Background: an optimization exercise with open tools, aiming at small area. Do not read the settings as production practice. The RTL was checked by simulation tests, not by an equivalence proof against the original design. Power figures rest on the tool's default switching activity, not on a simulated workload.

<file path="config.mk">
export PLATFORM = sky130hd
export DESIGN_NAME = ballgame_core
export DESIGN_NICKNAME = ballgame_core
export VERILOG_FILES = /design/flow/design.v
export SDC_FILE = /design/flow/constraint.sdc
export NUM_CORES = 4
export LEC_CHECK = 0
export CAP_MARGIN = 20
export CORE_MARGIN = 2
export CORE_UTILIZATION = 40
export SLEW_MARGIN = 20
</file>
<file path="constraint.sdc">
create_clock -name core_clock -period 12.5 [get_ports {clk}]
set_input_delay 2.5000 -clock core_clock [delete_from_list [all_inputs] [get_ports {clk}]]
set_output_delay 2.5000 -clock core_clock [all_outputs]
set_load 0.01 [all_outputs]
</file>
<file path="design.v">
module vga_sig(clock, reset, hsyncb, vsyncb, xaddr, xraw, yaddr);
   input        clock;
   input        reset;
   output       hsyncb;
   output       vsyncb;
   output [9:0] xaddr;
   output [9:0] xraw;
   output [9:0] yaddr;
   reg [9:0]    h;
   reg [9:0]    v;
   wire hend = h[9] & h[8] & h[5];               
   wire vend = v[9] & v[3] & v[2] & v[0];        
   always @(posedge clock) begin
      if (reset) begin
         h <= 10'd0;
         v <= 10'd1;
      end else begin
         h <= hend ? 10'd1 : h + 10'd1;
         if (hend)
            v <= vend ? 10'd1 : v + 10'd1;
      end
   end
   assign hsyncb = ~((h >= 10'd656) & (h < 10'd752));
   assign vsyncb = ~((v == 10'd490) | (v == 10'd491));
   wire hsat = h[9] & (h[8] | h[7]);             
   assign xaddr = hsat ? 10'd639 : h;
   assign xraw = h;
   assign yaddr = v;
endmodule
module SEG7_LUT (
  input      [2:0] num_ten,
  output reg [6:0] led_ten_hex1,
  input      [2:0] num_one,
  output reg [6:0] led_one_hex0
);
function [6:0] seg;
  input [2:0] n;
  case (n)
    3'd0: seg = 7'b1000000;
    3'd1: seg = 7'b1111001;
    3'd2: seg = 7'b0100100;
    3'd3: seg = 7'b0110000;
    3'd4: seg = 7'b0011001;
    3'd5: seg = 7'b0010010;
    3'd6: seg = 7'b0000010;
    default: seg = 7'b1111000;
  endcase
endfunction
always @(*) begin
  led_ten_hex1 = seg(num_ten);
  led_one_hex0 = seg(num_one);
end
endmodule
module FSM(
	input				clk,
	input				rst,
	input				key_start,
	input				user1_left,
	input				user1_right,
	input				user2_left,
	input				user2_right,
	output				disp_sel,
	output				music_en,
	output reg	[2:0]	score_user1,
	output reg	[2:0]	score_user2,
	output reg	[9:0]	ball_xaddr,
	output reg	[8:0]	ball_yaddr,
	output reg	[5:0]	user1_pos,
	output reg	[5:0]	user2_pos,
	output reg	[6:0]	block_x,
	output reg	[7:0]	block_y
);
	localparam [5:0] PAD_MID = 6'd27;	 
	function [7:0] lfsr;
		input [7:0] s;
		lfsr = {s[6:0], s[7] ^ s[5] ^ s[4] ^ s[3]};
	endfunction
	reg		[7:0]	ball_tmr;
	wire			clk_div = (ball_tmr == 8'd58);
	always @(posedge clk) begin
		if (rst)
			ball_tmr <= 8'd1;
		else if (clk_div)
			ball_tmr <= 8'd2;
		else
			ball_tmr <= lfsr(ball_tmr);
	end
	reg		[7:0]	blk_tmr;
	wire			blk_step = (blk_tmr == 8'd40);
	always @(posedge clk) begin
		if (rst | blk_step)
			blk_tmr <= 8'd1;
		else
			blk_tmr <= lfsr(blk_tmr);
	end
	reg		[1:0]	block_dir;
	always @(posedge clk) begin
		if (rst) begin
			block_dir <= 2'd0;
			block_x <= 7'd60;
			block_y <= 8'd0;
		end else if (blk_step) begin
			case (block_dir)
			2'd0: if (block_x < 7'd120) block_x <= block_x + 7'd1; else block_dir <= 2'd1;
			2'd1: if (block_y > 8'd60)  block_y <= block_y - 8'd1; else block_dir <= 2'd2;
			2'd2: if (block_x != 7'd0)  block_x <= block_x - 7'd1; else block_dir <= 2'd3;
			2'd3: if (block_y < 8'd180) block_y <= block_y + 8'd1; else block_dir <= 2'd0;
			endcase
		end
	end
	reg				run;
	reg				over;
	reg				ball_reset;
	assign music_en = run;
	assign disp_sel = over;
	reg				right;
	reg				up;
	always @(posedge clk) begin
		if (rst | ball_reset) begin
			ball_xaddr <= 10'd320;
			ball_yaddr <= 9'd440;
		end else if (clk_div) begin
			ball_xaddr <= right ? ball_xaddr + 10'd1 : ball_xaddr - 10'd1;
			ball_yaddr <= up ? ball_yaddr - 9'd1 : ball_yaddr + 9'd1;
		end
	end
	wire	[10:0]	rx = {1'b0, ball_xaddr} - {4'b0, block_x};
	wire	[9:0]	ry = {1'b0, ball_yaddr} - {2'b0, block_y};
	wire			rx_pos = ~rx[10];
	wire			yin = ~ry[9] & (ry >= 10'd90) & (ry <= 10'd150);
	wire			x_left  = rx == 11'd0   | rx == 11'd200 | rx == 11'd400;
	wire			x_right = rx == 11'd120 | rx == 11'd320 | rx == 11'd520;
	wire			xin = rx_pos & ((rx <= 11'd120) |
	                                (rx >= 11'd200 & rx <= 11'd320) |
	                                (rx >= 11'd400 & rx <= 11'd520));
	wire	[5:0]	pad = up ? user1_pos : user2_pos;
	wire	[9:0]	pad10 = {1'b0, pad, 3'b0} + {3'b0, pad, 1'b0};
	wire	[10:0]	rp = {1'b0, ball_xaddr} + 11'd10 - {1'b0, pad10};
	wire			pad_hit = (pad != 6'd0) & ~rp[10] & (rp <= 11'd120) &
	                          (ball_yaddr == (up ? 9'd40 : 9'd440));
	wire			hflip = (yin & (right ? x_left : x_right)) |
	                        (ball_xaddr == (right ? 10'd620 : 10'd20));
	wire			vflip = (xin & (ry == (up ? 10'd150 : 10'd90))) | pad_hit |
	                        (ball_yaddr == (up ? 9'd20 : 9'd460));
	always @(posedge clk) begin
		if (rst) begin
			right <= 1'b1;
			up <= 1'b1;
		end else if (hflip)
			right <= ~right;
		else if (vflip)
			up <= ~up;
	end
	wire			top_out = ball_yaddr <= 9'd22;
	wire			bot_out = ball_yaddr >= 9'd458;
	function [5:0] pad_move;
		input [5:0] p;
		input       l;
		input       r;
		begin
			if (l)
				pad_move = (p != 6'd0) ? p - 6'd1 : 6'd0;
			else if (r)
				pad_move = (p != 6'd54) ? p + 6'd1 : 6'd54;
			else
				pad_move = p;
		end
	endfunction
	always @(posedge clk) begin
		if (rst) begin
			run <= 1'b0;
			over <= 1'b0;
			ball_reset <= 1'b0;
			score_user1 <= 3'd0;
			score_user2 <= 3'd0;
			user1_pos <= PAD_MID;
			user2_pos <= PAD_MID;
		end else if (run) begin
			if (~ball_reset) begin
				user1_pos <= pad_move(user1_pos, user1_left, user1_right);
				user2_pos <= pad_move(user2_pos, user2_left, user2_right);
			end
			if (key_start)
				ball_reset <= 1'b0;
			if (top_out | bot_out) begin
				if (~ball_reset) begin
					if (top_out)
						score_user1 <= score_user1 + 3'd1;
					else
						score_user2 <= score_user2 + 3'd1;
					if ((top_out ? score_user1 : score_user2) == 3'd4) begin
						run <= 1'b0;
						over <= 1'b1;
					end
				end
				ball_reset <= 1'b1;
				user1_pos <= PAD_MID;
				user2_pos <= PAD_MID;
			end
		end else if (over) begin
			if (key_start)
				over <= 1'b0;
		end else begin
			score_user1 <= 3'd0;
			score_user2 <= 3'd0;
			user1_pos <= PAD_MID;
			user2_pos <= PAD_MID;
			ball_reset <= ~key_start;
			run <= key_start;
		end
	end
endmodule
module vga_disp(
	input clk,
	input disp_sel,
	input [9:0] xaddr,
	input [9:0] xraw,
	input [9:0] yaddr,
	input [9:0] ball_xaddr,
	input [8:0] ball_yaddr,
	input [5:0] user1_pos,
	input [5:0] user2_pos,
	input [6:0] block_x,
	input [7:0] block_y,
	output reg [2:0] rgb
);
function glyph_bit;
	input [9:0] a;
	case (a)
	10'd50: glyph_bit = 1'b1;
	10'd51: glyph_bit = 1'b1;
	10'd52: glyph_bit = 1'b1;
	10'd53: glyph_bit = 1'b1;
	10'd57: glyph_bit = 1'b1;
	10'd58: glyph_bit = 1'b1;
	10'd61: glyph_bit = 1'b1;
	10'd62: glyph_bit = 1'b1;
	10'd64: glyph_bit = 1'b1;
	10'd65: glyph_bit = 1'b1;
	10'd70: glyph_bit = 1'b1;
	10'd72: glyph_bit = 1'b1;
	10'd73: glyph_bit = 1'b1;
	10'd80: glyph_bit = 1'b1;
	10'd81: glyph_bit = 1'b1;
	10'd88: glyph_bit = 1'b1;
	10'd89: glyph_bit = 1'b1;
	10'd91: glyph_bit = 1'b1;
	10'd92: glyph_bit = 1'b1;
	10'd93: glyph_bit = 1'b1;
	10'd94: glyph_bit = 1'b1;
	10'd96: glyph_bit = 1'b1;
	10'd97: glyph_bit = 1'b1;
	10'd101: glyph_bit = 1'b1;
	10'd102: glyph_bit = 1'b1;
	10'd104: glyph_bit = 1'b1;
	10'd105: glyph_bit = 1'b1;
	10'd109: glyph_bit = 1'b1;
	10'd110: glyph_bit = 1'b1;
	10'd113: glyph_bit = 1'b1;
	10'd114: glyph_bit = 1'b1;
	10'd117: glyph_bit = 1'b1;
	10'd118: glyph_bit = 1'b1;
	10'd122: glyph_bit = 1'b1;
	10'd123: glyph_bit = 1'b1;
	10'd124: glyph_bit = 1'b1;
	10'd126: glyph_bit = 1'b1;
	10'd179: glyph_bit = 1'b1;
	10'd186: glyph_bit = 1'b1;
	10'd187: glyph_bit = 1'b1;
	10'd188: glyph_bit = 1'b1;
	10'd193: glyph_bit = 1'b1;
	10'd194: glyph_bit = 1'b1;
	10'd196: glyph_bit = 1'b1;
	10'd197: glyph_bit = 1'b1;
	10'd200: glyph_bit = 1'b1;
	10'd201: glyph_bit = 1'b1;
	10'd205: glyph_bit = 1'b1;
	10'd206: glyph_bit = 1'b1;
	10'd208: glyph_bit = 1'b1;
	10'd209: glyph_bit = 1'b1;
	10'd213: glyph_bit = 1'b1;
	10'd214: glyph_bit = 1'b1;
	10'd216: glyph_bit = 1'b1;
	10'd217: glyph_bit = 1'b1;
	10'd218: glyph_bit = 1'b1;
	10'd219: glyph_bit = 1'b1;
	10'd220: glyph_bit = 1'b1;
	10'd221: glyph_bit = 1'b1;
	10'd222: glyph_bit = 1'b1;
	10'd224: glyph_bit = 1'b1;
	10'd225: glyph_bit = 1'b1;
	10'd229: glyph_bit = 1'b1;
	10'd230: glyph_bit = 1'b1;
	10'd232: glyph_bit = 1'b1;
	10'd233: glyph_bit = 1'b1;
	10'd237: glyph_bit = 1'b1;
	10'd238: glyph_bit = 1'b1;
	10'd240: glyph_bit = 1'b1;
	10'd241: glyph_bit = 1'b1;
	10'd245: glyph_bit = 1'b1;
	10'd246: glyph_bit = 1'b1;
	10'd248: glyph_bit = 1'b1;
	10'd249: glyph_bit = 1'b1;
	10'd253: glyph_bit = 1'b1;
	10'd254: glyph_bit = 1'b1;
	10'd304: glyph_bit = 1'b1;
	10'd305: glyph_bit = 1'b1;
	10'd310: glyph_bit = 1'b1;
	10'd311: glyph_bit = 1'b1;
	10'd312: glyph_bit = 1'b1;
	10'd313: glyph_bit = 1'b1;
	10'd314: glyph_bit = 1'b1;
	10'd317: glyph_bit = 1'b1;
	10'd318: glyph_bit = 1'b1;
	10'd319: glyph_bit = 1'b1;
	10'd320: glyph_bit = 1'b1;
	10'd321: glyph_bit = 1'b1;
	10'd322: glyph_bit = 1'b1;
	10'd323: glyph_bit = 1'b1;
	10'd324: glyph_bit = 1'b1;
	10'd325: glyph_bit = 1'b1;
	10'd326: glyph_bit = 1'b1;
	10'd327: glyph_bit = 1'b1;
	10'd328: glyph_bit = 1'b1;
	10'd329: glyph_bit = 1'b1;
	10'd330: glyph_bit = 1'b1;
	10'd331: glyph_bit = 1'b1;
	10'd332: glyph_bit = 1'b1;
	10'd333: glyph_bit = 1'b1;
	10'd334: glyph_bit = 1'b1;
	10'd335: glyph_bit = 1'b1;
	10'd336: glyph_bit = 1'b1;
	10'd337: glyph_bit = 1'b1;
	10'd339: glyph_bit = 1'b1;
	10'd340: glyph_bit = 1'b1;
	10'd342: glyph_bit = 1'b1;
	10'd343: glyph_bit = 1'b1;
	10'd344: glyph_bit = 1'b1;
	10'd345: glyph_bit = 1'b1;
	10'd350: glyph_bit = 1'b1;
	10'd351: glyph_bit = 1'b1;
	10'd352: glyph_bit = 1'b1;
	10'd353: glyph_bit = 1'b1;
	10'd358: glyph_bit = 1'b1;
	10'd359: glyph_bit = 1'b1;
	10'd360: glyph_bit = 1'b1;
	10'd361: glyph_bit = 1'b1;
	10'd366: glyph_bit = 1'b1;
	10'd367: glyph_bit = 1'b1;
	10'd368: glyph_bit = 1'b1;
	10'd369: glyph_bit = 1'b1;
	10'd374: glyph_bit = 1'b1;
	10'd375: glyph_bit = 1'b1;
	10'd376: glyph_bit = 1'b1;
	10'd377: glyph_bit = 1'b1;
	10'd382: glyph_bit = 1'b1;
	10'd383: glyph_bit = 1'b1;
	10'd432: glyph_bit = 1'b1;
	10'd433: glyph_bit = 1'b1;
	10'd434: glyph_bit = 1'b1;
	10'd435: glyph_bit = 1'b1;
	10'd436: glyph_bit = 1'b1;
	10'd437: glyph_bit = 1'b1;
	10'd438: glyph_bit = 1'b1;
	10'd441: glyph_bit = 1'b1;
	10'd442: glyph_bit = 1'b1;
	10'd445: glyph_bit = 1'b1;
	10'd446: glyph_bit = 1'b1;
	10'd449: glyph_bit = 1'b1;
	10'd450: glyph_bit = 1'b1;
	10'd454: glyph_bit = 1'b1;
	10'd457: glyph_bit = 1'b1;
	10'd458: glyph_bit = 1'b1;
	10'd460: glyph_bit = 1'b1;
	10'd465: glyph_bit = 1'b1;
	10'd466: glyph_bit = 1'b1;
	10'd467: glyph_bit = 1'b1;
	10'd468: glyph_bit = 1'b1;
	10'd473: glyph_bit = 1'b1;
	10'd474: glyph_bit = 1'b1;
	10'd476: glyph_bit = 1'b1;
	10'd481: glyph_bit = 1'b1;
	10'd482: glyph_bit = 1'b1;
	10'd489: glyph_bit = 1'b1;
	10'd490: glyph_bit = 1'b1;
	10'd494: glyph_bit = 1'b1;
	10'd497: glyph_bit = 1'b1;
	10'd498: glyph_bit = 1'b1;
	10'd501: glyph_bit = 1'b1;
	10'd502: glyph_bit = 1'b1;
	10'd504: glyph_bit = 1'b1;
	10'd505: glyph_bit = 1'b1;
	10'd506: glyph_bit = 1'b1;
	10'd507: glyph_bit = 1'b1;
	10'd508: glyph_bit = 1'b1;
	10'd509: glyph_bit = 1'b1;
	10'd510: glyph_bit = 1'b1;
	10'd689: glyph_bit = 1'b1;
	10'd690: glyph_bit = 1'b1;
	10'd691: glyph_bit = 1'b1;
	10'd692: glyph_bit = 1'b1;
	10'd693: glyph_bit = 1'b1;
	10'd696: glyph_bit = 1'b1;
	10'd697: glyph_bit = 1'b1;
	10'd701: glyph_bit = 1'b1;
	10'd702: glyph_bit = 1'b1;
	10'd704: glyph_bit = 1'b1;
	10'd705: glyph_bit = 1'b1;
	10'd709: glyph_bit = 1'b1;
	10'd710: glyph_bit = 1'b1;
	10'd712: glyph_bit = 1'b1;
	10'd713: glyph_bit = 1'b1;
	10'd717: glyph_bit = 1'b1;
	10'd718: glyph_bit = 1'b1;
	10'd720: glyph_bit = 1'b1;
	10'd721: glyph_bit = 1'b1;
	10'd725: glyph_bit = 1'b1;
	10'd726: glyph_bit = 1'b1;
	10'd728: glyph_bit = 1'b1;
	10'd729: glyph_bit = 1'b1;
	10'd733: glyph_bit = 1'b1;
	10'd734: glyph_bit = 1'b1;
	10'd736: glyph_bit = 1'b1;
	10'd737: glyph_bit = 1'b1;
	10'd741: glyph_bit = 1'b1;
	10'd742: glyph_bit = 1'b1;
	10'd744: glyph_bit = 1'b1;
	10'd745: glyph_bit = 1'b1;
	10'd749: glyph_bit = 1'b1;
	10'd750: glyph_bit = 1'b1;
	10'd752: glyph_bit = 1'b1;
	10'd753: glyph_bit = 1'b1;
	10'd757: glyph_bit = 1'b1;
	10'd758: glyph_bit = 1'b1;
	10'd761: glyph_bit = 1'b1;
	10'd762: glyph_bit = 1'b1;
	10'd763: glyph_bit = 1'b1;
	10'd764: glyph_bit = 1'b1;
	10'd765: glyph_bit = 1'b1;
	10'd816: glyph_bit = 1'b1;
	10'd817: glyph_bit = 1'b1;
	10'd822: glyph_bit = 1'b1;
	10'd823: glyph_bit = 1'b1;
	10'd824: glyph_bit = 1'b1;
	10'd825: glyph_bit = 1'b1;
	10'd830: glyph_bit = 1'b1;
	10'd831: glyph_bit = 1'b1;
	10'd832: glyph_bit = 1'b1;
	10'd833: glyph_bit = 1'b1;
	10'd838: glyph_bit = 1'b1;
	10'd839: glyph_bit = 1'b1;
	10'd840: glyph_bit = 1'b1;
	10'd841: glyph_bit = 1'b1;
	10'd846: glyph_bit = 1'b1;
	10'd847: glyph_bit = 1'b1;
	10'd848: glyph_bit = 1'b1;
	10'd849: glyph_bit = 1'b1;
	10'd854: glyph_bit = 1'b1;
	10'd855: glyph_bit = 1'b1;
	10'd856: glyph_bit = 1'b1;
	10'd857: glyph_bit = 1'b1;
	10'd862: glyph_bit = 1'b1;
	10'd863: glyph_bit = 1'b1;
	10'd864: glyph_bit = 1'b1;
	10'd865: glyph_bit = 1'b1;
	10'd870: glyph_bit = 1'b1;
	10'd871: glyph_bit = 1'b1;
	10'd873: glyph_bit = 1'b1;
	10'd874: glyph_bit = 1'b1;
	10'd877: glyph_bit = 1'b1;
	10'd878: glyph_bit = 1'b1;
	10'd882: glyph_bit = 1'b1;
	10'd883: glyph_bit = 1'b1;
	10'd884: glyph_bit = 1'b1;
	10'd885: glyph_bit = 1'b1;
	10'd891: glyph_bit = 1'b1;
	10'd892: glyph_bit = 1'b1;
	10'd944: glyph_bit = 1'b1;
	10'd945: glyph_bit = 1'b1;
	10'd946: glyph_bit = 1'b1;
	10'd947: glyph_bit = 1'b1;
	10'd948: glyph_bit = 1'b1;
	10'd949: glyph_bit = 1'b1;
	10'd953: glyph_bit = 1'b1;
	10'd954: glyph_bit = 1'b1;
	10'd957: glyph_bit = 1'b1;
	10'd958: glyph_bit = 1'b1;
	10'd961: glyph_bit = 1'b1;
	10'd962: glyph_bit = 1'b1;
	10'd965: glyph_bit = 1'b1;
	10'd966: glyph_bit = 1'b1;
	10'd969: glyph_bit = 1'b1;
	10'd970: glyph_bit = 1'b1;
	10'd973: glyph_bit = 1'b1;
	10'd974: glyph_bit = 1'b1;
	10'd977: glyph_bit = 1'b1;
	10'd978: glyph_bit = 1'b1;
	10'd979: glyph_bit = 1'b1;
	10'd980: glyph_bit = 1'b1;
	10'd981: glyph_bit = 1'b1;
	10'd985: glyph_bit = 1'b1;
	10'd986: glyph_bit = 1'b1;
	10'd988: glyph_bit = 1'b1;
	10'd989: glyph_bit = 1'b1;
	10'd993: glyph_bit = 1'b1;
	10'd994: glyph_bit = 1'b1;
	10'd997: glyph_bit = 1'b1;
	10'd998: glyph_bit = 1'b1;
	10'd1001: glyph_bit = 1'b1;
	10'd1002: glyph_bit = 1'b1;
	10'd1005: glyph_bit = 1'b1;
	10'd1006: glyph_bit = 1'b1;
	10'd1009: glyph_bit = 1'b1;
	10'd1010: glyph_bit = 1'b1;
	10'd1013: glyph_bit = 1'b1;
	10'd1014: glyph_bit = 1'b1;
	10'd1016: glyph_bit = 1'b1;
	10'd1017: glyph_bit = 1'b1;
	10'd1018: glyph_bit = 1'b1;
	10'd1021: glyph_bit = 1'b1;
	10'd1022: glyph_bit = 1'b1;
	default: glyph_bit = 1'b0;
	endcase
endfunction
function [2:0] glyph_id;
	input [3:0] k;
	case (k)
	4'd0: glyph_id = 3'd0;
	4'd1: glyph_id = 3'd1;
	4'd2: glyph_id = 3'd2;
	4'd3: glyph_id = 3'd3;
	4'd4: glyph_id = 3'd4;
	4'd5: glyph_id = 3'd5;
	4'd6: glyph_id = 3'd6;
	4'd7: glyph_id = 3'd3;
	4'd8: glyph_id = 3'd7;
	default: glyph_id = 3'd7;
	endcase
endfunction
function ball_bit;
	input [9:0] a;
	case (a)
	10'd764: ball_bit = 1'b1;
	10'd765: ball_bit = 1'b1;
	10'd766: ball_bit = 1'b1;
	10'd767: ball_bit = 1'b1;
	10'd736: ball_bit = 1'b1;
	10'd737: ball_bit = 1'b1;
	10'd738: ball_bit = 1'b1;
	10'd739: ball_bit = 1'b1;
	10'd740: ball_bit = 1'b1;
	10'd795: ball_bit = 1'b1;
	10'd796: ball_bit = 1'b1;
	10'd797: ball_bit = 1'b1;
	10'd798: ball_bit = 1'b1;
	10'd799: ball_bit = 1'b1;
	10'd768: ball_bit = 1'b1;
	10'd769: ball_bit = 1'b1;
	10'd770: ball_bit = 1'b1;
	10'd771: ball_bit = 1'b1;
	10'd772: ball_bit = 1'b1;
	10'd773: ball_bit = 1'b1;
	10'd825: ball_bit = 1'b1;
	10'd826: ball_bit = 1'b1;
	10'd827: ball_bit = 1'b1;
	10'd828: ball_bit = 1'b1;
	10'd829: ball_bit = 1'b1;
	10'd830: ball_bit = 1'b1;
	10'd831: ball_bit = 1'b1;
	10'd800: ball_bit = 1'b1;
	10'd801: ball_bit = 1'b1;
	10'd802: ball_bit = 1'b1;
	10'd803: ball_bit = 1'b1;
	10'd804: ball_bit = 1'b1;
	10'd805: ball_bit = 1'b1;
	10'd806: ball_bit = 1'b1;
	10'd807: ball_bit = 1'b1;
	10'd857: ball_bit = 1'b1;
	10'd858: ball_bit = 1'b1;
	10'd859: ball_bit = 1'b1;
	10'd860: ball_bit = 1'b1;
	10'd861: ball_bit = 1'b1;
	10'd862: ball_bit = 1'b1;
	10'd863: ball_bit = 1'b1;
	10'd832: ball_bit = 1'b1;
	10'd833: ball_bit = 1'b1;
	10'd834: ball_bit = 1'b1;
	10'd835: ball_bit = 1'b1;
	10'd836: ball_bit = 1'b1;
	10'd837: ball_bit = 1'b1;
	10'd838: ball_bit = 1'b1;
	10'd839: ball_bit = 1'b1;
	10'd888: ball_bit = 1'b1;
	10'd889: ball_bit = 1'b1;
	10'd890: ball_bit = 1'b1;
	10'd891: ball_bit = 1'b1;
	10'd892: ball_bit = 1'b1;
	10'd893: ball_bit = 1'b1;
	10'd894: ball_bit = 1'b1;
	10'd895: ball_bit = 1'b1;
	10'd864: ball_bit = 1'b1;
	10'd865: ball_bit = 1'b1;
	10'd866: ball_bit = 1'b1;
	10'd867: ball_bit = 1'b1;
	10'd868: ball_bit = 1'b1;
	10'd869: ball_bit = 1'b1;
	10'd870: ball_bit = 1'b1;
	10'd871: ball_bit = 1'b1;
	10'd872: ball_bit = 1'b1;
	10'd919: ball_bit = 1'b1;
	10'd920: ball_bit = 1'b1;
	10'd921: ball_bit = 1'b1;
	10'd922: ball_bit = 1'b1;
	10'd923: ball_bit = 1'b1;
	10'd924: ball_bit = 1'b1;
	10'd925: ball_bit = 1'b1;
	10'd926: ball_bit = 1'b1;
	10'd927: ball_bit = 1'b1;
	10'd896: ball_bit = 1'b1;
	10'd897: ball_bit = 1'b1;
	10'd898: ball_bit = 1'b1;
	10'd899: ball_bit = 1'b1;
	10'd900: ball_bit = 1'b1;
	10'd901: ball_bit = 1'b1;
	10'd902: ball_bit = 1'b1;
	10'd903: ball_bit = 1'b1;
	10'd904: ball_bit = 1'b1;
	10'd905: ball_bit = 1'b1;
	10'd951: ball_bit = 1'b1;
	10'd952: ball_bit = 1'b1;
	10'd953: ball_bit = 1'b1;
	10'd954: ball_bit = 1'b1;
	10'd955: ball_bit = 1'b1;
	10'd956: ball_bit = 1'b1;
	10'd957: ball_bit = 1'b1;
	10'd958: ball_bit = 1'b1;
	10'd959: ball_bit = 1'b1;
	10'd928: ball_bit = 1'b1;
	10'd929: ball_bit = 1'b1;
	10'd930: ball_bit = 1'b1;
	10'd931: ball_bit = 1'b1;
	10'd932: ball_bit = 1'b1;
	10'd933: ball_bit = 1'b1;
	10'd934: ball_bit = 1'b1;
	10'd935: ball_bit = 1'b1;
	10'd936: ball_bit = 1'b1;
	10'd937: ball_bit = 1'b1;
	10'd983: ball_bit = 1'b1;
	10'd984: ball_bit = 1'b1;
	10'd985: ball_bit = 1'b1;
	10'd986: ball_bit = 1'b1;
	10'd987: ball_bit = 1'b1;
	10'd988: ball_bit = 1'b1;
	10'd989: ball_bit = 1'b1;
	10'd990: ball_bit = 1'b1;
	10'd991: ball_bit = 1'b1;
	10'd960: ball_bit = 1'b1;
	10'd961: ball_bit = 1'b1;
	10'd962: ball_bit = 1'b1;
	10'd963: ball_bit = 1'b1;
	10'd964: ball_bit = 1'b1;
	10'd965: ball_bit = 1'b1;
	10'd966: ball_bit = 1'b1;
	10'd967: ball_bit = 1'b1;
	10'd968: ball_bit = 1'b1;
	10'd969: ball_bit = 1'b1;
	10'd1015: ball_bit = 1'b1;
	10'd1016: ball_bit = 1'b1;
	10'd1017: ball_bit = 1'b1;
	10'd1018: ball_bit = 1'b1;
	10'd1019: ball_bit = 1'b1;
	10'd1020: ball_bit = 1'b1;
	10'd1021: ball_bit = 1'b1;
	10'd1022: ball_bit = 1'b1;
	10'd1023: ball_bit = 1'b1;
	10'd992: ball_bit = 1'b1;
	10'd993: ball_bit = 1'b1;
	10'd994: ball_bit = 1'b1;
	10'd995: ball_bit = 1'b1;
	10'd996: ball_bit = 1'b1;
	10'd997: ball_bit = 1'b1;
	10'd998: ball_bit = 1'b1;
	10'd999: ball_bit = 1'b1;
	10'd1000: ball_bit = 1'b1;
	10'd1001: ball_bit = 1'b1;
	10'd23: ball_bit = 1'b1;
	10'd24: ball_bit = 1'b1;
	10'd25: ball_bit = 1'b1;
	10'd26: ball_bit = 1'b1;
	10'd27: ball_bit = 1'b1;
	10'd28: ball_bit = 1'b1;
	10'd29: ball_bit = 1'b1;
	10'd30: ball_bit = 1'b1;
	10'd31: ball_bit = 1'b1;
	10'd0: ball_bit = 1'b1;
	10'd1: ball_bit = 1'b1;
	10'd2: ball_bit = 1'b1;
	10'd3: ball_bit = 1'b1;
	10'd4: ball_bit = 1'b1;
	10'd5: ball_bit = 1'b1;
	10'd6: ball_bit = 1'b1;
	10'd7: ball_bit = 1'b1;
	10'd8: ball_bit = 1'b1;
	10'd9: ball_bit = 1'b1;
	10'd55: ball_bit = 1'b1;
	10'd56: ball_bit = 1'b1;
	10'd57: ball_bit = 1'b1;
	10'd58: ball_bit = 1'b1;
	10'd59: ball_bit = 1'b1;
	10'd60: ball_bit = 1'b1;
	10'd61: ball_bit = 1'b1;
	10'd62: ball_bit = 1'b1;
	10'd63: ball_bit = 1'b1;
	10'd32: ball_bit = 1'b1;
	10'd33: ball_bit = 1'b1;
	10'd34: ball_bit = 1'b1;
	10'd35: ball_bit = 1'b1;
	10'd36: ball_bit = 1'b1;
	10'd37: ball_bit = 1'b1;
	10'd38: ball_bit = 1'b1;
	10'd39: ball_bit = 1'b1;
	10'd40: ball_bit = 1'b1;
	10'd41: ball_bit = 1'b1;
	10'd87: ball_bit = 1'b1;
	10'd88: ball_bit = 1'b1;
	10'd89: ball_bit = 1'b1;
	10'd90: ball_bit = 1'b1;
	10'd91: ball_bit = 1'b1;
	10'd92: ball_bit = 1'b1;
	10'd93: ball_bit = 1'b1;
	10'd94: ball_bit = 1'b1;
	10'd95: ball_bit = 1'b1;
	10'd64: ball_bit = 1'b1;
	10'd65: ball_bit = 1'b1;
	10'd66: ball_bit = 1'b1;
	10'd67: ball_bit = 1'b1;
	10'd68: ball_bit = 1'b1;
	10'd69: ball_bit = 1'b1;
	10'd70: ball_bit = 1'b1;
	10'd71: ball_bit = 1'b1;
	10'd72: ball_bit = 1'b1;
	10'd73: ball_bit = 1'b1;
	10'd119: ball_bit = 1'b1;
	10'd120: ball_bit = 1'b1;
	10'd121: ball_bit = 1'b1;
	10'd122: ball_bit = 1'b1;
	10'd123: ball_bit = 1'b1;
	10'd124: ball_bit = 1'b1;
	10'd125: ball_bit = 1'b1;
	10'd126: ball_bit = 1'b1;
	10'd127: ball_bit = 1'b1;
	10'd96: ball_bit = 1'b1;
	10'd97: ball_bit = 1'b1;
	10'd98: ball_bit = 1'b1;
	10'd99: ball_bit = 1'b1;
	10'd100: ball_bit = 1'b1;
	10'd101: ball_bit = 1'b1;
	10'd102: ball_bit = 1'b1;
	10'd103: ball_bit = 1'b1;
	10'd104: ball_bit = 1'b1;
	10'd105: ball_bit = 1'b1;
	10'd151: ball_bit = 1'b1;
	10'd152: ball_bit = 1'b1;
	10'd153: ball_bit = 1'b1;
	10'd154: ball_bit = 1'b1;
	10'd155: ball_bit = 1'b1;
	10'd156: ball_bit = 1'b1;
	10'd157: ball_bit = 1'b1;
	10'd158: ball_bit = 1'b1;
	10'd159: ball_bit = 1'b1;
	10'd128: ball_bit = 1'b1;
	10'd129: ball_bit = 1'b1;
	10'd130: ball_bit = 1'b1;
	10'd131: ball_bit = 1'b1;
	10'd132: ball_bit = 1'b1;
	10'd133: ball_bit = 1'b1;
	10'd134: ball_bit = 1'b1;
	10'd135: ball_bit = 1'b1;
	10'd136: ball_bit = 1'b1;
	10'd137: ball_bit = 1'b1;
	10'd184: ball_bit = 1'b1;
	10'd185: ball_bit = 1'b1;
	10'd186: ball_bit = 1'b1;
	10'd187: ball_bit = 1'b1;
	10'd188: ball_bit = 1'b1;
	10'd189: ball_bit = 1'b1;
	10'd190: ball_bit = 1'b1;
	10'd191: ball_bit = 1'b1;
	10'd160: ball_bit = 1'b1;
	10'd161: ball_bit = 1'b1;
	10'd162: ball_bit = 1'b1;
	10'd163: ball_bit = 1'b1;
	10'd164: ball_bit = 1'b1;
	10'd165: ball_bit = 1'b1;
	10'd166: ball_bit = 1'b1;
	10'd167: ball_bit = 1'b1;
	10'd168: ball_bit = 1'b1;
	10'd217: ball_bit = 1'b1;
	10'd218: ball_bit = 1'b1;
	10'd219: ball_bit = 1'b1;
	10'd220: ball_bit = 1'b1;
	10'd221: ball_bit = 1'b1;
	10'd222: ball_bit = 1'b1;
	10'd223: ball_bit = 1'b1;
	10'd192: ball_bit = 1'b1;
	10'd193: ball_bit = 1'b1;
	10'd194: ball_bit = 1'b1;
	10'd195: ball_bit = 1'b1;
	10'd196: ball_bit = 1'b1;
	10'd197: ball_bit = 1'b1;
	10'd198: ball_bit = 1'b1;
	10'd199: ball_bit = 1'b1;
	10'd249: ball_bit = 1'b1;
	10'd250: ball_bit = 1'b1;
	10'd251: ball_bit = 1'b1;
	10'd252: ball_bit = 1'b1;
	10'd253: ball_bit = 1'b1;
	10'd254: ball_bit = 1'b1;
	10'd255: ball_bit = 1'b1;
	10'd224: ball_bit = 1'b1;
	10'd225: ball_bit = 1'b1;
	10'd226: ball_bit = 1'b1;
	10'd227: ball_bit = 1'b1;
	10'd228: ball_bit = 1'b1;
	10'd229: ball_bit = 1'b1;
	10'd230: ball_bit = 1'b1;
	10'd231: ball_bit = 1'b1;
	10'd283: ball_bit = 1'b1;
	10'd284: ball_bit = 1'b1;
	10'd285: ball_bit = 1'b1;
	10'd286: ball_bit = 1'b1;
	10'd287: ball_bit = 1'b1;
	10'd256: ball_bit = 1'b1;
	10'd257: ball_bit = 1'b1;
	10'd258: ball_bit = 1'b1;
	10'd259: ball_bit = 1'b1;
	10'd260: ball_bit = 1'b1;
	10'd261: ball_bit = 1'b1;
	10'd316: ball_bit = 1'b1;
	10'd317: ball_bit = 1'b1;
	10'd318: ball_bit = 1'b1;
	10'd319: ball_bit = 1'b1;
	10'd288: ball_bit = 1'b1;
	10'd289: ball_bit = 1'b1;
	10'd290: ball_bit = 1'b1;
	10'd291: ball_bit = 1'b1;
	10'd292: ball_bit = 1'b1;
	default: ball_bit = 1'b0;
	endcase
endfunction
	wire border = (xraw >= 10'd5 && xraw <= 10'd635 && yaddr >= 10'd5 && yaddr <= 10'd475) &&
	              (xraw < 10'd10 || xraw > 10'd630 || yaddr < 10'd10 || yaddr > 10'd470);
	wire [5:0]  pad = yaddr[8] ? user2_pos : user1_pos;
	wire [9:0]  pad10 = {1'b0, pad, 3'b0} + {3'b0, pad, 1'b0};
	wire [10:0] dp = {1'b0, xaddr} - {1'b0, pad10};
	wire pad_row = (yaddr >= 10'd10 && yaddr <= 10'd30) || (yaddr >= 10'd450 && yaddr <= 10'd470);
	wire paddle = pad_row && ~dp[10] && dp <= 11'd100;
	wire [10:0] bx = {1'b0, xraw} - {4'b0, block_x};
	wire [10:0] by = {1'b0, yaddr} - {3'b0, block_y};
	wire block = ~bx[10] && ~by[10] && by >= 11'd100 && by <= 11'd140 &&
	             ((bx >= 11'd10 && bx <= 11'd110) || (bx >= 11'd210 && bx <= 11'd310) ||
	              (bx >= 11'd410 && bx <= 11'd510));
	wire [10:0] dx = {1'b0, xaddr} - {1'b0, ball_xaddr};
	wire [10:0] dy = {1'b0, yaddr} - {2'b0, ball_yaddr};
	wire dx_near = (dx[10:4] == 7'h00) || (dx[10:4] == 7'h7f);
	wire dy_near = (dy[10:4] == 7'h00) || (dy[10:4] == 7'h7f);
	wire ball = dx_near && dy_near && ball_bit({dy[4:0], dx[4:0]});
	wire [7:0] go_col = xraw[9:2] - 8'd44;
	wire go = xraw >= 10'd176 && xraw < 10'd464 && yaddr >= 10'd208 && yaddr < 10'd272 &&
	          glyph_bit({glyph_id(go_col[6:3]), yaddr[5:2], go_col[2:0]});
	wire white = border || paddle;
	always @(posedge clk) begin
		if (disp_sel)
			rgb <= {3{go}};
		else
			rgb <= {white || block, white || (~block && ball), white};
	end
endmodule
module ballgame_core(
	input			clk,			 
	input			rst,			 
	input			key_start,
	input			user1_left,
	input			user1_right,
	input			user2_left,
	input			user2_right,
	output			vga_hs,
	output			vga_vs,
	output	[2:0]	rgb,
	output	[6:0]	hex1,
	output	[6:0]	hex0,
	output			music_en
);
	wire	[9:0] 	hloc;
	wire	[9:0] 	hraw;
	wire	[9:0] 	vloc;
	wire			disp_sel;
	wire	[9:0] 	ball_xaddr;
	wire	[8:0] 	ball_yaddr;
	wire	[5:0] 	user1_pos;
	wire	[5:0] 	user2_pos;
	wire	[6:0] 	block_x;
	wire	[7:0] 	block_y;
	wire	[2:0] 	score_user1;
	wire	[2:0] 	score_user2;
vga_sig u0(
	.clock(clk),
	.reset(rst),
	.hsyncb(vga_hs),
	.vsyncb(vga_vs),
	.xaddr(hloc),
	.xraw(hraw),
	.yaddr(vloc));
SEG7_LUT u2(
	.num_ten(score_user1),
	.led_ten_hex1(hex1),
	.num_one(score_user2),
	.led_one_hex0(hex0));
FSM u3(
	.clk(clk),
	.rst(rst),
	.key_start(key_start),
	.user1_left(user1_left),
	.user1_right(user1_right),
	.user2_left(user2_left),
	.user2_right(user2_right),
	.disp_sel(disp_sel),
	.music_en(music_en),
	.score_user1(score_user1),
	.score_user2(score_user2),
	.ball_xaddr(ball_xaddr),
	.ball_yaddr(ball_yaddr),
	.user1_pos(user1_pos),
	.user2_pos(user2_pos),
	.block_x(block_x),
	.block_y(block_y)
);
vga_disp u4(
	.clk(clk),
	.xaddr(hloc),
	.xraw(hraw),
	.yaddr(vloc),
	.disp_sel(disp_sel),
	.ball_xaddr(ball_xaddr),
	.ball_yaddr(ball_yaddr),
	.user1_pos(user1_pos),
	.user2_pos(user2_pos),
	.block_x(block_x),
	.block_y(block_y),
	.rgb(rgb));
endmodule
</file>
<file path="flow/run.sh">
#!/bin/bash
# Own layout flow: the standard synthesis, then its combinational logic
# re-mapped for area by ABC (every register kept: same instance, name and
# cell type), then the standard layout from that netlist.
# Each tool writes its full output to a log file in the work folder.
set -euo pipefail
W=$(pwd)
RES=$W/orfs/results/$FLOW_PLATFORM/ballgame_core/base
LIB=$FLOW_HOME/platforms/$FLOW_PLATFORM/lib/sky130_fd_sc_hd__tt_025C_1v80.lib
YOSYS=${YOSYS_EXE:-$FLOW_HOME/../tools/install/yosys/bin/yosys}
[ -x "$YOSYS" ] || YOSYS=yosys
ABC_TIME=${ABC_TIME:-240}

# 1. standard synthesis (synth_recipe.tcl, unchanged)
bash standard.sh synth > "$W/log_1_standard_synth.txt" 2>&1
cp "$RES/1_2_yosys.v" "$W/std.v"

# 2. area re-mapping of the combinational logic: one ABC run per CPU, each
#    with its own random seed; the smallest netlist is kept
NRUN=${NUM_CORES:-4}
for s in $(seq 1 "$NRUN"); do
  D="$W/remap_$s"; mkdir -p "$D"; cp "$W/std.v" "$D/std.v"
  sed -e "s/@SEED@/$s/" -e "s/@TIME@/$ABC_TIME/" "$W/flow/abc_area.script" > "$D/abc.script"
  sed -e "s#@LIB@#$LIB#g" -e "s#@TOP@#$FLOW_TOP#g" -e "s#@ABCSCRIPT@#$D/abc.script#g" \
      "$W/flow/remap.ys.in" > "$D/remap.ys"
  (cd "$D" && "$YOSYS" -l "$D/log_2_remap.txt" -q remap.ys > /dev/null 2>&1 || true) &
done
wait
BEST=""; BESTA=""
for s in $(seq 1 "$NRUN"); do
  D="$W/remap_$s"
  [ -s "$D/remapped.v" ] || continue
  A=$(grep -o "Chip area for module .*: [0-9.]*" "$D/stat_after.txt" | grep -o "[0-9.]*$")
  echo "seed $s area $A" >> "$W/log_2_remap_pick.txt"
  if [ -z "$BEST" ] || awk -v a="$A" -v b="$BESTA" 'BEGIN{exit !(a < b)}'; then BEST=$D; BESTA=$A; fi
done
echo "kept $BEST ($BESTA)" >> "$W/log_2_remap_pick.txt"
test -n "$BEST"
cp "$BEST/remapped.v" "$W/remapped.v"
cp "$W/remapped.v" "$RES/1_2_yosys.v"

# 3. standard layout from the re-mapped netlist (make redoes 1_synth.odb on),
#    with a clock tree of smaller buffers and no dummy clock loads, and
#    single-drive port buffers
bash standard.sh finish \
  "CTS_ARGS=-sink_clustering_enable -repair_clock_nets -dont_use_dummy_load -buf_list sky130_fd_sc_hd__clkbuf_8 -root_buf sky130_fd_sc_hd__clkbuf_8" \
  "BUFFER_PORTS_ARGS=-buffer_cell sky130_fd_sc_hd__buf_1" \
  > "$W/log_3_standard_layout.txt" 2>&1
test -s "$W/out/final.def"
</file>
<file path="flow/abc_area.script">
strash
&get -n
&deepsyn -T @TIME@ -S @SEED@
&put
dch -f
amap
topo
</file>
<file path="flow/remap.ys.in">
# Re-map the combinational logic of the standard synthesis for area.
# The registers (every sequential cell) are kept as they are: same instances,
# names and cell types. Inputs: std.v (standard synthesis), LIB.
read_liberty -ignore_miss_func @LIB@
read_verilog std.v
hierarchy -top @TOP@
blackbox sky130_fd_sc_hd__df* sky130_fd_sc_hd__dl* sky130_fd_sc_hd__sdf* sky130_fd_sc_hd__sedf* sky130_fd_sc_hd__edf* sky130_fd_sc_hd__sdl* sky130_fd_sc_hd__lpflow_inputisolatch_1
flatten
hierarchy -top @TOP@
opt_clean -purge
tee -o stat_before.txt stat -liberty @LIB@
abc -script @ABCSCRIPT@ -liberty @LIB@ -dont_use sky130_fd_sc_hd__lpflow_bleeder_1 -dont_use sky130_fd_sc_hd__lpflow_clkbufkapwr_1 -dont_use sky130_fd_sc_hd__lpflow_clkbufkapwr_16 -dont_use sky130_fd_sc_hd__lpflow_clkbufkapwr_2 -dont_use sky130_fd_sc_hd__lpflow_clkbufkapwr_4 -dont_use sky130_fd_sc_hd__lpflow_clkbufkapwr_8 -dont_use sky130_fd_sc_hd__lpflow_clkinvkapwr_1 -dont_use sky130_fd_sc_hd__lpflow_clkinvkapwr_16 -dont_use sky130_fd_sc_hd__lpflow_clkinvkapwr_2 -dont_use sky130_fd_sc_hd__lpflow_clkinvkapwr_4 -dont_use sky130_fd_sc_hd__lpflow_clkinvkapwr_8 -dont_use sky130_fd_sc_hd__lpflow_decapkapwr_12 -dont_use sky130_fd_sc_hd__lpflow_decapkapwr_3 -dont_use sky130_fd_sc_hd__lpflow_decapkapwr_4 -dont_use sky130_fd_sc_hd__lpflow_decapkapwr_6 -dont_use sky130_fd_sc_hd__lpflow_decapkapwr_8 -dont_use sky130_fd_sc_hd__lpflow_inputiso0n_1 -dont_use sky130_fd_sc_hd__lpflow_inputiso0p_1 -dont_use sky130_fd_sc_hd__lpflow_inputiso1n_1 -dont_use sky130_fd_sc_hd__lpflow_inputiso1p_1 -dont_use sky130_fd_sc_hd__lpflow_inputisolatch_1 -dont_use sky130_fd_sc_hd__lpflow_isobufsrc_1 -dont_use sky130_fd_sc_hd__lpflow_isobufsrc_16 -dont_use sky130_fd_sc_hd__lpflow_isobufsrc_2 -dont_use sky130_fd_sc_hd__lpflow_isobufsrc_4 -dont_use sky130_fd_sc_hd__lpflow_isobufsrc_8 -dont_use sky130_fd_sc_hd__lpflow_isobufsrckapwr_16 -dont_use sky130_fd_sc_hd__lpflow_lsbuf_lh_hl_isowell_tap_1 -dont_use sky130_fd_sc_hd__lpflow_lsbuf_lh_hl_isowell_tap_2 -dont_use sky130_fd_sc_hd__lpflow_lsbuf_lh_hl_isowell_tap_4 -dont_use sky130_fd_sc_hd__lpflow_lsbuf_lh_isowell_4 -dont_use sky130_fd_sc_hd__lpflow_lsbuf_lh_isowell_tap_1 -dont_use sky130_fd_sc_hd__lpflow_lsbuf_lh_isowell_tap_2 -dont_use sky130_fd_sc_hd__lpflow_lsbuf_lh_isowell_tap_4 -dont_use sky130_fd_sc_hd__probe_p_8 -dont_use sky130_fd_sc_hd__probec_p_8 
opt_clean -purge
read_liberty -lib -overwrite -ignore_miss_func @LIB@
setundef -zero
hilomap -singleton -hicell sky130_fd_sc_hd__conb_1 HI -locell sky130_fd_sc_hd__conb_1 LO
insbuf -buf sky130_fd_sc_hd__buf_4 A X
splitnets
opt_clean -purge
tee -o stat_after.txt stat -liberty @LIB@
check -assert
write_verilog -noattr -nohex -nodec remapped.v
</file>
<file path="standard.sh">
#!/bin/bash
# synth_recipe.tcl (not shown) runs the flow's synth.tcl, then flattens the netlist and writes it again
# the make line also repeats each setting of config.mk as NAME=value (left out here)
make -C /OpenROAD-flow-scripts/flow DESIGN_CONFIG=/design/flow/config.mk WORK_HOME=/design/flow/orfs CLKGATE_MAP_FILE= SYNTH_SCRIPT=/design/flow/synth_recipe.tcl "${@:-finish}"
</file>
==> reports/qor.csv, run 1 <==
stage,metric,value,unit
power_and_ir_drop,combPwrFrac,12.6,%
global_route,grt_start_max_net_pins,38,
worst_hold_path,min-delay-start,u3.blk_tmr[0],
setup_path,worst-path-buf-inv,4,
floorplan,initial_utilization,40.45,%
setup_path,timing.rr.end,u4.rgb[1],
setup_path,end_kind,flop,
power_and_ir_drop,p_int,0.4064,mW
cts,cts-htree-levels,3,
global_route,antenna_found_initial,1,
yosys,synth_area,7516,um^2
sta,rsz0062_at_grt,no,
power_and_ir_drop,worst_ir_drop_vdd,47.45,uV
routing,ant_nets,0,
power_and_ir_drop,power.share.sequential,55.9,%
routing,drtIter0Drc,839,
layout,syn_to_final_growth,7.258,%
run,drv_cap,0,
power_and_ir_drop,pwr-share-clk,31.5,%
sta,finalMaxSlewViolations,0,
cts,cts_made_buffers,9,
cts,cts_num_sinks,98,
cts,postCtsSetupBuffers,0,
placed_design,place_congestion,0.9306,
worst_hold_path,min_to,u3.blk_tmr[1],
sta,timing.final.crit_share,43.54,%
power_and_ir_drop,switchingPower,0.1712,mW
placed_design,dpl.hpwl,18750,um
setup_path,worstPathMaxFanout,37,
setup_path,slowest_delay,0.62,ns
cts,clockRootBuffer,clkbuf_8,
layout,fin_nets,1236,
setup_path,slowest_stage,clkinv_1,
setup_path,critical_path_class,in2reg,
setup_path,cpLargestDelayFamily,simple AND/OR/NAND/NOR gates,
setup_path,r2r_slack,7.88,ns
layout,antenna_cells,0,
worst_hold_path,min_path_type,reg2reg,
yosys,syn_inst,1188,
cts,path_clk_slew,0.11,ns
layout,fill_cells,1948,
floorplan,die_w,141.1,um
cts,clk_latency,0.41,ns
cts,cts_tree,yes,
sta,setup-tns-final,0,ns
global_route,grt_pass1_vias,7734,
setup_path,crit_chain,"clkbuf_2, buf_4, nor2_1, clkinv_1, nor2_1, o21ai_0, a211oi_1, o21ai_0, nor2_1, clkinv_1, nor2_1, nor2_1, a21oi_1",
cts,cts-resized-gates,0,
sta,setup_ws,7.057,ns
setup_path,cp.depth,13,
routing,wl_per_cell,16.91,um
setup_path,worstPathRequired,12.83,ns
routing,drt_wl_total,24710,um
sta,period_needed,5.443,ns
layout,drive_gt1_share,1.141,%
outcome,run_status,"complete, no violations",
sta,fmax,183.7,MHz
cts,cts_max_path_buffers,2,
global_route,grt_pass1_wl,39500,um
routing,vias_per_cell,6.066,
sta,hold_viol,0,
sta,worst_pin_slew,0.7730,ns
setup_path,reg2reg_from,u0.h[2],
setup_path,cpMostUsedCell,nor2_1,
sta,hold_ws,0.4198,ns
routing,remaining_drc_errors,0,
floorplan,core-area,18580,um^2
power_and_ir_drop,powerDensity,71.66,nW/um^2
global_route,grt_use_total,24.55,%
yosys,syn-num-nets,1195,
cts,hold_buffers,0,
setup_path,critPathArrivalTime,5.77,ns
sta,slew_headroom,47.92,%
setup_path,rr_worst_depth,20,
worst_hold_path,holdPathStages,2,
sta,clock_skew,0.03330,ns
power_and_ir_drop,switching_share,29.64,%
global_route,overflow,0,
yosys,avgSynthCellArea,6.327,um^2
floorplan,rows,50,
floorplan,die_h,141.1,um
floorplan,ios,27,
setup_path,cp-start-kind,primary input,
power_and_ir_drop,cellLeakagePower,2.605,nW
routing,num_vias,8863,
sta,setup_viol,0,
floorplan,die_area,19900,um^2
placed_design,port_buffers,26,
routing,drtPass1Iterations,8,
yosys,yosysWarnings,4,
placed_design,post-place-ws,6.698,ns
[worst min-delay path, stage by stage (launching register included)]
cell and delay [ns]:
dfxtp_1 0.32, clkinv_1 0.04, nor2_1 0.03
[layer usage]
metal	vias to the layer above	track usage (%)	routed length, um
met5	-	0	13
met4	2	8.895	657
met3	68	4.755	1790
met2	344	39.40	11000
met1	3974	32.83	11250
li1	4475	-	-
[cells in the final DEF, fill, tap and decap left out, types with 5 or more instances in the layout]
cell type,n
or2_0,6
and3_1,9
nor3_1,57
a311oi_1,5
nor4_1,13
nand2b_1,6
nor2b_1,11
o31ai_1,5
o22ai_1,57
buf_1,25
a31oi_1,19
o2111ai_1,6
o211ai_1,8
o221ai_1,23
a22oi_1,23
clkbuf_8,9
nand3_1,12
a221oi_1,12
a211oi_1,29
clkinv_1,178
o21a_1,18
nor2_1,264
a32oi_1,6
o32ai_1,7
nand2_1,87
a2111oi_0,5
nand4_1,8
dfxtp_1,98
o21ai_0,119
a21oi_1,57
[final cells by class]
cell class,instances,area (um^2),area share (%)
inverter,178,668.1,8.288
multi-input combinational,912,4886,60.61
clock buffer,9,123.9,1.537
tap,234,292.8,3.632
sequential,98,1962,24.34
timing repair buffer,30,128.9,1.599
[power groups by stage]
stage,clock [mW],combinational (mW),sequential [mW]
after floorplan,0,0.0544,0.328
after global placement,0,0.0721,0.330
after detailed placement,0,0.0721,0.330
after CTS,0.185,0.0724,0.323
after global routing,0.196,0.0830,0.324
final,0.182,0.0726,0.323
[flip-flops by register name, indices dropped and copies added, names as in the netlist, 2 cells and up]
| name | flops |
|---|---|
| u3.blk_tmr | 8 |
| u4.rgb | 3 |
| u3.block_y | 8 |
| u3.block_dir | 2 |
| u3.block_x | 7 |
| u3.user1_pos | 6 |
| u3.ball_xaddr | 10 |
| u3.ball_yaddr | 9 |
| u0.h | 10 |
| u3.ball_tmr | 8 |
| u3.score_user2 | 3 |
| u3.score_user1 | 3 |
| u0.v | 10 |
| u3.user2_pos | 6 |
[worst max-delay path by stage]
stage	from	endpoint	slack, ns
after floorplan	rst	u3.user2_pos[5]	7.95
after global placement	rst	u3.user2_pos[5]	6.72
after detailed placement	rst	u3.user2_pos[5]	6.70
after CTS	rst	u3.user2_pos[5]	7.09
after global routing	rst	u3.user2_pos[5]	6.76
final	rst	u3.user2_pos[5]	7.06
[metrics by stage]
stage	cell area (um^2)	cells	total power, mW	util [%]
floorplan	7516	1188	0.3827	-
global placement	7938	1452	0.4024	42.72
detailed placement	7938	1452	0.4023	42.72
CTS	8061	1461	0.5802	43.39
global route	8061	1461	0.6027	43.39
finish	8061	1461	0.5777	43.39
==> inputs of run 2 (changes only) <==
--- a/design.v
+++ b/design.v
@@ -43,6 +43,6 @@
     3'd4: seg = 7'b0011001;
     3'd5: seg = 7'b0010010;
-    3'd6: seg = 7'b0000010;
-    default: seg = 7'b1111000;
+    3'd6: seg = 7'b0010100;
+    default: seg = 7'b0010010;
   endcase
 endfunction
@@ -102,8 +102,8 @@
 		end else if (blk_step) begin
 			case (block_dir)
-			2'd0: if (block_x < 7'd120) block_x <= block_x + 7'd1; else block_dir <= 2'd1;
+			2'd0: if (~&block_x[6:3]) block_x <= block_x + 7'd1; else block_dir <= 2'd1;	 
 			2'd1: if (block_y > 8'd60)  block_y <= block_y - 8'd1; else block_dir <= 2'd2;
 			2'd2: if (block_x != 7'd0)  block_x <= block_x - 7'd1; else block_dir <= 2'd3;
-			2'd3: if (block_y < 8'd180) block_y <= block_y + 8'd1; else block_dir <= 2'd0;
+			2'd3: if (~(block_y[7] & block_y[5] & block_y[4] & block_y[2])) block_y <= block_y + 8'd1; else block_dir <= 2'd0;	 
 			endcase
 		end
@@ -162,5 +162,5 @@
 				pad_move = (p != 6'd0) ? p - 6'd1 : 6'd0;
 			else if (r)
-				pad_move = (p != 6'd54) ? p + 6'd1 : 6'd54;
+				pad_move = (p[5] & p[4] & p[2] & p[1]) ? 6'd54 : p + 6'd1;	 
 			else
 				pad_move = p;
@@ -189,5 +189,5 @@
 					else
 						score_user2 <= score_user2 + 3'd1;
-					if ((top_out ? score_user1 : score_user2) == 3'd4) begin
+					if ((top_out ? score_user1[2] : score_user2[2])) begin	 
 						run <= 1'b0;
 						over <= 1'b1;
--- a/config.mk
+++ b/config.mk
@@ -9,3 +9,4 @@
 export CORE_MARGIN = 2
 export CORE_UTILIZATION = 40
+export GPL_TIMING_DRIVEN = 0
 export SLEW_MARGIN = 20
==> run 2 against run 1 <==
Still clean on timing, DRC and antenna; clock-buffer cell count did not move; final cell count up 0.41%; register-to-register slack worse by 0.11 ns; clock skew down 0.0028 ns; non-clock buffer count down 2; worst hold slack barely moved; highest routed layer is now met4.
==> reports/qor.csv, run 2 <==
stage,metric,value,unit,change
layout,syn_to_final_growth,6.876,%,
setup_path,slowest_delay,0.76,ns,+0.14 ns
routing,remaining_drc_errors,0,,unchanged
layout,drive_gt1_share,0.9732,%,-0.17 points
routing,drtIter0Drc,867,,+3.3%
worst_hold_path,min_path_type,reg2reg,,
routing,wl_per_cell,16.81,um,-0.64%
cts,cts_num_sinks,98,,unchanged
placed_design,post-place-ws,7.509,ns,+0.8117 ns
global_route,grt_pass1_wl,40210,um,+1.8%
sta,clock_skew,0.03052,ns,-0.002781 ns
layout,layout_commonest_cell,nor2_1,,
layout,layout_common_cells,"nor2_1, clkinv_1, o21ai_0",,
cts,cts-resized-gates,0,,unchanged
sta,slew_headroom,32.32,%,-16 points
power_and_ir_drop,cellLeakagePower,2.560,nW,-1.7%
sta,period_needed,5.323,ns,-0.1198 ns
routing,ant_nets,0,,unchanged
run,drv_cap,0,,unchanged
layout,fin_cells,1467,,+0.41%
cts,postCtsSetupBuffers,0,,unchanged
cts,clk_latency,0.40,ns,about the same
yosys,syn_inst,1198,,+0.84%
floorplan,core-area,18520,um^2,-0.34%
sta,fmax,187.9,MHz,+2.2%
global_route,grt_start_max_net_pins,34,,-11%
floorplan,die_w,140.9,um,-0.12%
setup_path,critPathArrivalTime,2.82,ns,-2.95 ns
power_and_ir_drop,worst_ir_drop_vdd,44.83,uV,-5.5%
yosys,yosysWarnings,4,,unchanged
global_route,overflow,0,,unchanged
global_route,grt_pass1_vias,7781,,+0.61%
layout,post-route-util,43.27,%,-0.12 points
routing,drtPass1Iterations,5,,-3
setup_path,worstPathRequired,10.00,ns,-2.83 ns
setup_path,crit_chain,"clkinv_1, nor2_1, nand2_1, or4_1, buf_1",,
setup_path,slowest_stage,dfxtp_1,,
sta,setup_ws,7.177,ns,+0.1198 ns
setup_path,cp-start-kind,flop,,
sta,worst_pin_slew,1.011,ns,+0.2384 ns
sta,hold_viol,0,,unchanged
floorplan,die_h,140.9,um,-0.12%
setup_path,end_kind,primary output,,
cts,path_clk_slew,0.10,ns,about the same
cts,cts_tree,yes,,
placed_design,dpl.cell_count,1458,,+0.41%
yosys,syn-num-nets,1205,,+0.84%
setup_path,worstPathMaxFanout,13,,-65%
floorplan,ios,27,,unchanged
sta,finalMaxSlewViolations,0,,unchanged
floorplan,die_area,19850,um^2,-0.24%
routing,drt_wl_total,24650,um,-0.23%
cts,cts_made_buffers,9,,unchanged
sta,setup_viol,0,,unchanged
layout,antenna_cells,0,,unchanged
placed_design,port_buffers,26,,unchanged
setup_path,critical_path_class,reg2out,,
floorplan,rows,50,,unchanged
cts,cts_max_path_buffers,2,,unchanged
routing,num_vias,8773,,-1.0%
layout,fin_nets,1242,,+0.49%
cts,hold_buffers,0,,unchanged
cts,clockRootBuffer,clkbuf_8,,
routing,vias_per_cell,5.980,,-1.4%
yosys,avgSynthCellArea,6.258,um^2,-1.1%
floorplan,initial_utilization,40.49,%,about the same
placed_design,dpl.hpwl,18860,um,+0.59%
global_route,grt_use_total,24.95,%,+0.41 points
yosys,synth_area,7497,um^2,-0.25%
power_and_ir_drop,powerDensity,66.69,nW/um^2,-6.9%
cts,cts-htree-levels,3,,unchanged
global_route,antenna_found_initial,0,,-1
outcome,run_status,"complete, no violations",,
sta,timing.final.crit_share,42.58,%,-0.96 points
sta,rsz0062_at_grt,no,,
placed_design,place_congestion,0.9075,,-2.5%
sta,setup-tns-final,0,ns,unchanged
layout,largestRegisters,"u0.h x10, u0.v x10, u3.ball_xaddr x10",,
[run 2: power by group]
group | leakage, nW | switching (mW) | internal (mW)
registers | 0.794 | 0.00373 | 0.316
logic | 1.70 | 0.0252 | 0.0110
clock network | 0.0647 | 0.114 | 0.0651
[run 2: layout make-up]
type,count,area (um^2)
Fill cell,1995,10510
Clock buffer,9,123.9
Multi-Input combinational cell,918,4845
Buffer,2,15.01
Timing Repair Buffer,26,98.84
Inverter,180,675.6
Tap cell,234,292.8
Sequential cell,98,1962
[run 2: critical path: cells and delay by family, from the launching register on]
kind                   cells  cell delay [ns]
DFF                        1             0.76
and+or+nand+nor            3             0.88
buffers and inverters      2             0.80
[run 2: stage by stage]
step | power (mW) | cell area, um^2 | hold WS (ns)
3_5_place_dp | 0.3625 | 7889 | 0.4099
6_report | 0.5344 | 8013 | 0.4203
3_3_place_gp | 0.3625 | 7888 | 0.4062
5_1_grt | 0.5537 | 8013 | 0.4389
2_1_floorplan | 0.3506 | 7497 | 0.3975
4_1_cts | 0.5400 | 8013 | 0.4199
[run 2: worst paths after layout]
| path | start | endpoint | slack [ns] | cells after the start |
|---|---|---|---|---|
| min | u3.blk_tmr[0] | u3.blk_tmr[1] | 0.42 | 2 |
| min reg2reg | u3.blk_tmr[0] | u3.blk_tmr[1] | 0.42 | 2 |
| max | u0.v[8] | vga_vs | 7.18 | 5 |
| max reg2reg | u3.block_y[2] | u3.up | 7.77 | 22 |
[run 2: metal layers]
layer  routed length (um)  track usage [%]
met3                 1582            3.125
met1                11580            34.66
met2                10840            39.85
met4                  649            9.105
met5                    0                0
==> inputs of run 3 (changes only) <==
--- a/design.v
+++ b/design.v
@@ -223,5 +223,5 @@
 	input [6:0] block_x,
 	input [7:0] block_y,
-	output reg [2:0] rgb
+	output [2:0] rgb
 );
 function glyph_bit;
@@ -870,10 +870,12 @@
 	          glyph_bit({glyph_id(go_col[6:3]), yaddr[5:2], go_col[2:0]});
 	wire white = border || paddle;
+	reg [2:1] rg;
 	always @(posedge clk) begin
 		if (disp_sel)
-			rgb <= {3{go}};
+			rg <= {2{go}};
 		else
-			rgb <= {white || block, white || (~block && ball), white};
+			rg <= {white || block, white || (~block && ball)};
 	end
+	assign rgb = {rg, rg[2] & rg[1]};
 endmodule
 module ballgame_core(
==> run 3 against run 2 <==
Worst hold slack worse by 0.0038 ns; critical path type unchanged; first-iteration DRC count down 0.92%; wire length about the same; largest cell class unchanged; clock power down 3%; global-route usage down 0.21 points; power down 2.8%; largest power group unchanged; sequential cell count down 1; die area down 0.54%; sequential power down 1%; maximum frequency down 2.4%; final area down 0.59%; non-clock buffer count up 2.
==> reports/qor.csv, run 3 <==
stage,metric,value,unit,change
outcome,run_status,"complete, no violations",,
routing,wl_per_cell,16.96,um,+0.90%
routing,drt_wl_total,24670,um,about the same
sta,period_needed,5.453,ns,+0.1301 ns
yosys,syn-num-nets,1198,,-0.58%
floorplan,rows,49,,-2.0%
layout,fill_cells,1965,,-1.5%
setup_path,cp-start-kind,flop,,
floorplan,core-area,18150,um^2,-2.0%
power_and_ir_drop,worst_ir_drop_vdd,41.92,uV,-6.5%
setup_path,worstPathRequired,10.00,ns,about the same
global_route,grt_pass1_wl,39750,um,-1.2%
yosys,syn_inst,1191,,-0.58%
cts,cts_max_path_buffers,2,,unchanged
sta,hold_viol,0,,unchanged
sta,fmax,183.4,MHz,-2.4%
sta,hold_ws,0.4165,ns,-0.003811 ns
layout,multiInputGateArea,4827,um^2,-0.36%
layout,fin_nets,1235,,-0.56%
cts,cts-htree-levels,3,,unchanged
cts,clk_latency,0.40,ns,about the same
floorplan,initial_utilization,41.09,%,+0.60 points
setup_path,cpLargestDelayFamily,compound AO/OA/AOI/OAI gates,,
layout,fin_area,7965,um^2,-0.59%
setup_path,slowest_delay,0.98,ns,+0.22 ns
sta,clock_skew,0.02921,ns,-0.001304 ns
sta,slew_headroom,22.86,%,-9.5 points
cts,cts_num_sinks,97,,-1.0%
global_route,overflow,0,,unchanged
layout,layout_commonest_cell,nor2_1,,
placed_design,port_buffers,26,,unchanged
run,drv_cap,0,,unchanged
power_and_ir_drop,cellLeakagePower,2.482,nW,-3.0%
layout,layout_common_cells,"nor2_1, clkinv_1, o21ai_0",,
floorplan,die_area,19750,um^2,-0.54%
cts,clockRootBuffer,clkbuf_8,,
placed_design,dpl.hpwl,18810,um,-0.27%
power_and_ir_drop,powerDensity,65.22,nW/um^2,-2.2%
routing,vias_per_cell,5.990,,+0.17%
yosys,avgSynthCellArea,6.260,um^2,about the same
routing,num_vias,8716,,-0.65%
global_route,grt_pass1_vias,7850,,+0.89%
sta,finalMaxSlewViolations,0,,unchanged
routing,drtIter0Drc,859,,-0.92%
routing,remaining_drc_errors,0,,unchanged
cts,postCtsSetupBuffers,0,,unchanged
setup_path,slowest_stage,o21ai_0,,
placed_design,place_area,7841,um^2,-0.60%
layout,drive_gt1_share,1.142,%,+0.17 points
layout,largestRegisters,"u0.h x10, u0.v x10, u3.ball_xaddr x10",,
yosys,synth_area,7456,um^2,-0.55%
yosys,yosysWarnings,4,,unchanged
floorplan,die_w,140.5,um,-0.27%
global_route,antenna_found_initial,0,,unchanged
global_route,grt_start_max_net_pins,33,,-2.9%
cts,cts_made_buffers,9,,unchanged
routing,drtPass1Iterations,5,,unchanged
routing,ant_nets,0,,unchanged
setup_path,end_kind,primary output,,
sta,setup_viol,0,,unchanged
layout,syn_to_final_growth,6.830,%,about the same
cts,hold_buffers,0,,unchanged
sta,worst_pin_slew,1.145,ns,+0.1337 ns
placed_design,place_congestion,0.9513,,+4.8%
setup_path,critical_path_class,reg2out,,
global_route,grt_use_total,24.74,%,-0.21 points
setup_path,worstPathMaxFanout,14,,+1
floorplan,ios,27,,unchanged
setup_path,critPathArrivalTime,2.95,ns,+0.13 ns
cts,cts-resized-gates,0,,unchanged
cts,cts_tree,yes,,
sta,rsz0062_at_grt,no,,
worst_hold_path,min_path_type,reg2reg,,
setup_path,worst-path-buf-inv,2,,unchanged
cts,path_clk_slew,0.09,ns,about the same
sta,timing.final.crit_share,43.62,%,+1.0 points
layout,antenna_cells,0,,unchanged
floorplan,die_h,140.5,um,-0.27%
layout,seq_area,1942,um^2,-1.0%
sta,setup-tns-final,0,ns,unchanged
setup_path,crit_chain,"o21ai_0, clkinv_1, nand3_1, buf_1",,
[run 3: metal layers]
layer  up-vias  global-route usage [%]  share of wire (%)  wire length, um
met4         0                   8.579                2.4              599
li1       4420                       -                  -                -
met5         -                       0                  0                0
met1      3916                   34.16                 47            11490
met2       335                   39.09                 44            10780
met3        45                   4.239                7.3             1806
[run 3: worst reg2reg max path: cells and delay by family (launching register included)]
kind,cells,cell delay [ns]
AO/OA/AOI/OAI,9,2.59
buffers and inverters,3,0.91
AND/OR/NAND/NOR,8,0.95
flip-flops,1,0.69
[run 3: layout make-up]
type	instances	share of cell area (%)
tap	229	3.597
clock buffer	9	1.555
timing repair buffer	26	1.241
sequential	97	24.38
multi-input combinational	915	60.60
inverter	175	8.247
buffer	4	0.3770
[run 3: worst paths after layout]
kind                               startpoint            end  slack [ns]  depth (start not counted)
worst min-delay path            u3.blk_tmr[6]  u3.blk_tmr[7]        0.42                          2
worst max-delay path                  u0.h[7]         vga_hs        7.05                          4
worst min register to register  u3.blk_tmr[6]  u3.blk_tmr[7]        0.42                          2
worst max register to register          u3.up          u3.up        7.22                         20
[run 3: metrics by stage]
step	utilization [%]	std cells	total power [mW]	worst slack, ns
2_1_floorplan	-	1191	0.3425	8.475
3_3_place_gp	43.20	1446	0.3535	6.219
3_5_place_dp	43.21	1446	0.3536	7.326
4_1_cts	43.89	1455	0.5242	7.171
5_1_grt	43.89	1455	0.5380	6.522
6_report	43.89	1455	0.5195	7.047
[run 3: power breakdown]
part / switching [mW] / internal, mW
logic: 0.0220 / 0.00948
clock network: 0.108 / 0.0648
registers: 0.00323 / 0.312

==> re-timing with driven ports <==
How much do the figures lean on ideal ports? The routed layouts below were timed once more, with nothing changed but the port constraints. Step 1 (the two cells are an assumption about what drives the block):
set clk [get_ports {clk}]
set_driving_cell -lib_cell sky130_fd_sc_hd__clkbuf_16 $clk
set_driving_cell -lib_cell sky130_fd_sc_hd__buf_2 [delete_from_list [all_inputs] $clk]
Step 2 times the ports against the registers' clock, not the clock port: input delays grow and output delays shrink by t, the midpoint of the rising clock arrivals with the driver on. Three values: ideal ports, drivers, drivers and shift; two values: the first two.
| run | t, ns | setup slack, ns | worst hold slack (ns) | worst slew at a driven data input, ns | pins driven straight from the clock port |
|---|---|---|---|---|---|
| run 1 | 0.432 | 7.057 / 7.079 / 6.647 | 0.420 / 0.420 / 0.420 | 0.03 | 1 |
| run 2 | 0.426 | 7.177 / 7.137 / 7.537 | 0.420 / 0.420 / 0.420 | 0.03 | 1 |
| run 3 | 0.431 | 7.047 / 7.006 / 7.222 | 0.416 / 0.416 / 0.416 | 0.04 | 1 |
After both steps every run listed still meets setup and hold. The setup slack of run 1, which loses most, moves by +0.022 ns with the drivers and by -0.410 ns with both steps.
